This design comes from an exercise in tuning for small area on the open sky130 flow, not from production work. Only simulation tests tie the RTL to the original design; equivalence was not proved. Power and IR drop assume default switching activity.

== juniper ==
// fmul
module fmul (
    input  wire        clk,
    input  wire [31:0] a,
    input  wire [31:0] b,
    output reg  [31:0] s
);
  wire q1;
  wire q2;
  wire q3;
  wire q4;
  wire q5;
  wire q6;
  wire q7;
  wire q8;
  wire q9;
  wire q10;
  wire q11;
  wire q12;
  wire q13;
  wire q14;
  wire q15;
  wire q16;
  wire q17;
  wire q18;
  wire q19;
  wire q20;
  wire q21;
  wire q22;
  wire q23;
  wire q24;
  wire q25;
  wire q26;
  wire q27;
  wire q28;
  wire q29;
  wire q30;
  wire q31;
  wire q32;
  wire q33;
  wire q34;
  wire q35;
  wire q36;
  wire q37;
  wire q38;
  wire q39;
  wire q40;
  wire q41;
  wire q42;
  wire q43;
  wire q44;
  wire q45;
  wire q46;
  wire q47;
  wire q48;
  wire q49;
  wire q50;
  wire q51;
  wire q52;
  wire q53;
  wire q54;
  wire q55;
  wire q56;
  wire q57;
  wire q58;
  wire q59;
  wire q60;
  wire q61;
  wire q62;
  wire q63;
  wire q64;
  wire q65;
  wire q66;
  wire q67;
  wire q68;
  wire q69;
  wire q70;
  wire q71;
  wire q72;
  wire q73;
  wire q74;
  wire q75;
  wire q76;
  wire q77;
  wire q78;
  wire q79;
  wire q80;
  wire q81;
  wire q82;
  wire q83;
  wire q84;
  wire q85;
  wire q86;
  wire q87;
  wire q88;
  wire q89;
  wire q90;
  wire q91;
  wire q92;
  wire q93;
  wire q94;
  wire q95;
  wire q96;
  wire q97;
  wire q98;
  wire q99;
  wire q100;
  wire q101;
  wire q102;
  wire q103;
  wire q104;
  wire q105;
  wire q106;
  wire q107;
  wire q108;
  wire q109;
  wire q110;
  wire q111;
  wire q112;
  wire q113;
  wire q114;
  wire q115;
  wire q116;
  wire q117;
  wire q118;
  wire q119;
  wire q120;
  wire q121;
  wire q122;
  wire q123;
  wire q124;
  wire q125;
  wire q126;
  wire q127;
  wire q128;
  wire q129;
  wire q130;
  wire q131;
  wire q132;
  wire q133;
  wire q134;
  wire q135;
  wire q136;
  wire q137;
  wire q138;
  wire q139;
  wire q140;
  wire q141;
  wire q142;
  wire q143;
  wire q144;
  wire q145;
  wire q146;
  wire q147;
  wire q148;
  wire q149;
  wire q150;
  wire q151;
  wire q152;
  wire q153;
  wire q154;
  wire q155;
  wire q156;
  wire q157;
  wire q158;
  wire q159;
  wire q160;
  wire q161;
  wire q162;
  wire q163;
  wire q164;
  wire q165;
  wire q166;
  wire q167;
  wire q168;
  wire q169;
  wire l170;
  ...
Size: ~1300 cells after synthesis, about 38 flip-flops, roughly 13000 um^2 of cells after synthesis.
clock: 18.0 ns
lec_check: 0
cap_margin: 20
core_margin: 2
core_utilization: 40
gpl_timing_driven: 0
slew_margin: 20
synth_hierarchical: 1
standard.sh (not shown) runs the stock make flow with config.mk's settings and CLKGATE_MAP_FILE= SYNTH_SCRIPT=/design/flow/synth_recipe.tcl, a recipe that flattens the netlist after the stock synthesis.
==> flow/flow/run.sh <==
#!/bin/bash
# Layout flow: the standard flow (standard.sh, with its unchanged
# synthesis) with these placement and clock-tree settings changed:
#  - every input and output port is buffered with buf_1 (buffer_ports
#    -buffer_cell); repair_design upsizes the ones that need more drive
#  - the buffers Yosys/ABC inserted are removed at floorplan
#    (REMOVE_ABC_BUFFERS), so repair_design re-buffers only where the layout
#    needs it
#  - the clock tree is built from clkbuf_8 without dummy loads (CTS_ARGS);
#    it stays a balanced tree from the clock port
# All make output goes to standard.log in the work folder; ORFS's per-step
# logs stay under orfs/logs.
set -euo pipefail
cd "$(dirname "$0")/.."
bash standard.sh \
  BUFFER_PORTS_ARGS="-buffer_cell sky130_fd_sc_hd__buf_1" \
  REMOVE_ABC_BUFFERS=1 \
  CTS_ARGS="-sink_clustering_enable -repair_clock_nets -buf_list sky130_fd_sc_hd__clkbuf_8 -dont_use_dummy_load" \
  finish > standard.log 2>&1
Setup changes, juniper to fjord
--- a/flow/design.v
+++ b/flow/design.v
@@ -1347,20 +1347,16 @@
   wire s1340;
   wire c1341;
   wire s1342;
   wire c1343;
   wire s1344;
   wire c1345;
   wire s1346;
   wire c1347;
-  wire s1348;
-  wire c1349;
-  wire s1350;
-  wire c1351;
   assign q1 = ~(a[10] & b[10]);
   assign q2 = ~(a[10] & b[11]);
   assign q3 = ~(a[10] & b[12]);
   assign q4 = ~(a[10] & b[13]);
   assign q5 = ~(a[10] & b[14]);
   assign q6 = ~(a[10] & b[15]);
   assign q7 = ~(a[10] & b[16]);
   assign q8 = ~(a[10] & b[17]);
@@ -2272,19 +2268,17 @@
   fmul_fa u1333 (.a(l190), .b(l191), .ci(q156), .s(s1332), .co(c1333));
   fmul_fa u1335 (.a(q168), .b(c1323), .ci(s1332), .s(s1334), .co(c1335));
   fmul_fa u1337 (.a(c1325), .b(s1334), .ci(c1327), .s(s1336), .co(c1337));
   fmul_fa u1339 (.a(s1336), .b(c1329), .ci(c1331), .s(s1338), .co(c1339));
   fmul_fa u1341 (.a(l192), .b(l193), .ci(q169), .s(s1340), .co(c1341));
   fmul_fa u1343 (.a(c1333), .b(s1340), .ci(c1335), .s(s1342), .co(c1343));
   fmul_fa u1345 (.a(s1342), .b(c1337), .ci(c1339), .s(s1344), .co(c1345));
   fmul_fa u1347 (.a(l194), .b(l195), .ci(c1341), .s(s1346), .co(c1347));
-  fmul_fa u1349 (.a(s1346), .b(c1343), .ci(c1345), .s(s1348), .co(c1349));
-  fmul_ha u1351 (.a(c1347), .b(c1349), .s(s1350), .co(c1351));
-  wire [27:0] pn;
+  wire [24:0] pn;
   assign pn[0] = s674;
   assign pn[1] = s714;
   assign pn[2] = s756;
   assign pn[3] = s800;
   assign pn[4] = s844;
   assign pn[5] = s888;
   assign pn[6] = s930;
   assign pn[7] = s970;
@@ -2300,46 +2294,55 @@
   assign pn[17] = s1260;
   assign pn[18] = s1278;
   assign pn[19] = s1294;
   assign pn[20] = s1308;
   assign pn[21] = s1320;
   assign pn[22] = s1330;
   assign pn[23] = s1338;
   assign pn[24] = s1344;
-  assign pn[25] = s1348;
-  assign pn[26] = s1350;
-  assign pn[27] = c1351;
+  wire [2:0] csv = {c1347, s1346, c1343};
+  wire        csc = c1345;
   wire [7:0]  ea  = a[30:23];
   wire [7:0]  eb  = b[30:23];
   wire ea_max = &ea;
   wire eb_max = &eb;
   wire ea_z   = ~|ea;
   wire eb_z   = ~|eb;
   wire nan    = (ea_max & (|a[22:0])) | (eb_max & (|b[22:0])) |
                 (ea_max & eb_z) | (ea_z & eb_max);
   wire inf    = ea_max | eb_max;
   wire zer    = ea_z | eb_z;
   wire [8:0]  es  = {1'b0, ea} + {1'b0, eb} + 9'd1;
   wire [8:0]  ef  = zer ? 9'd0 : (inf ? 9'd400 : es);
-  reg  [25:0] rpn;    
+  reg  [22:0] rpn;    
+  reg  [2:0] rcv;    
+  reg         rcc;
   reg         rst;    
   reg  [8:0]  re;
   reg         rsg, rnan;
   always @(posedge clk) begin
-    rpn  <= pn[27:2];
+    rpn  <= pn[24:2];
+    rcv  <= csv;
+    rcc  <= csc;
     rst  <= ~(pn[1] & pn[0]);
     re   <= ef;
     rsg  <= (a[31] ^ b[31]) & ~nan;
     rnan <= nan;
   end
-  wire        p27 = ~rpn[25];
-  wire [22:0] fr  = ~(p27 ? rpn[24:2] : rpn[23:1]);
-  wire        g   = ~(p27 ? rpn[1] : rpn[0]);
-  wire        st  = rst | (p27 & ~rpn[0]);
+  wire [3:0] ptt = ((4'd1 << 0) & {4{~rcv[0]}}) +
+      ((4'd1 << 0) & {4{~rcv[1]}}) +
+      ((4'd1 << 1) & {4{~rcv[2]}}) +
+      {3'd0, ~rcc} +
+      4'd2;
+  wire [25:0] rpf = {~ptt[2:0], rpn};    
+  wire        p27 = ~rpf[25];
+  wire [22:0] fr  = ~(p27 ? rpf[24:2] : rpf[23:1]);
+  wire        g   = ~(p27 ? rpf[1] : rpf[0]);
+  wire        st  = rst | (p27 & ~rpf[0]);
   wire        rup = g & (fr[0] | st);
   wire [23:0] fi;
   wire [23:0] ic;
   assign ic[0] = rup;
   genvar k;
   generate for (k = 0; k < 23; k = k + 1) begin : inc
     fmul_ha h (.a(fr[k]), .b(ic[k]), .s(fi[k]), .co(ic[k+1]));
   end endgenerate
## What came out
Between juniper and fjord, the power does not differ in any meaningful way. When fjord is set beside juniper, its growth of design area from synthesis to finish turns out to be 1.6 points smaller. fjord vs. juniper: multi-input gate share of the layout cell area now larger; adder and majority cell fraction of the synthesized area saw a decrease; final worst hold slack shows a reduction of 0.019 ns; final design instance area without fill lost about 1.2%. juniper and fjord ended up with roughly the same synthesized cell count. Wire length of the first global-routing pass | fjord below juniper. Peak clock frequency supported by timing across fjord and juniper: no real change. As far as global-route total usage across every layer is concerned, fjord and juniper perform about the same. The power dissipated in combinational cells was comparable across fjord and juniper. Comparing fjord with juniper, the final period utilization came out essentially unchanged. juniper vs fjord, start point of the critical path: b[9] vs b[12].

-- afterwards: timing with drivers on the ports --
The flow's constraints put no driver on any port. The routed layouts listed below were extracted and timed again, unchanged, in two steps. Step 1: set_driving_cell puts a clkbuf_16 on clk and a buf_2 on each other input, an assumption about the parent block. Step 2, shift: input delay + t, output delay - t, t = (earliest + latest rising clock arrival at the registers) / 2. This alone moves slack from input paths to output paths. Three values: no drivers, after step 1, after step 2; two values: the first two.
run	t, ns	setup slack, ns	slew at the worst register clock pin (ns)
juniper	0.322	0.412 / 0.388 / 0.067	0.08 / 0.08
fjord	0.318	0.420 / 0.419 / 0.102	0.08 / 0.08
After both steps setup and hold are still met in every run listed. For juniper, which loses most, drivers alone change the setup slack by -0.024 ns; drivers and shift together by -0.345 ns.
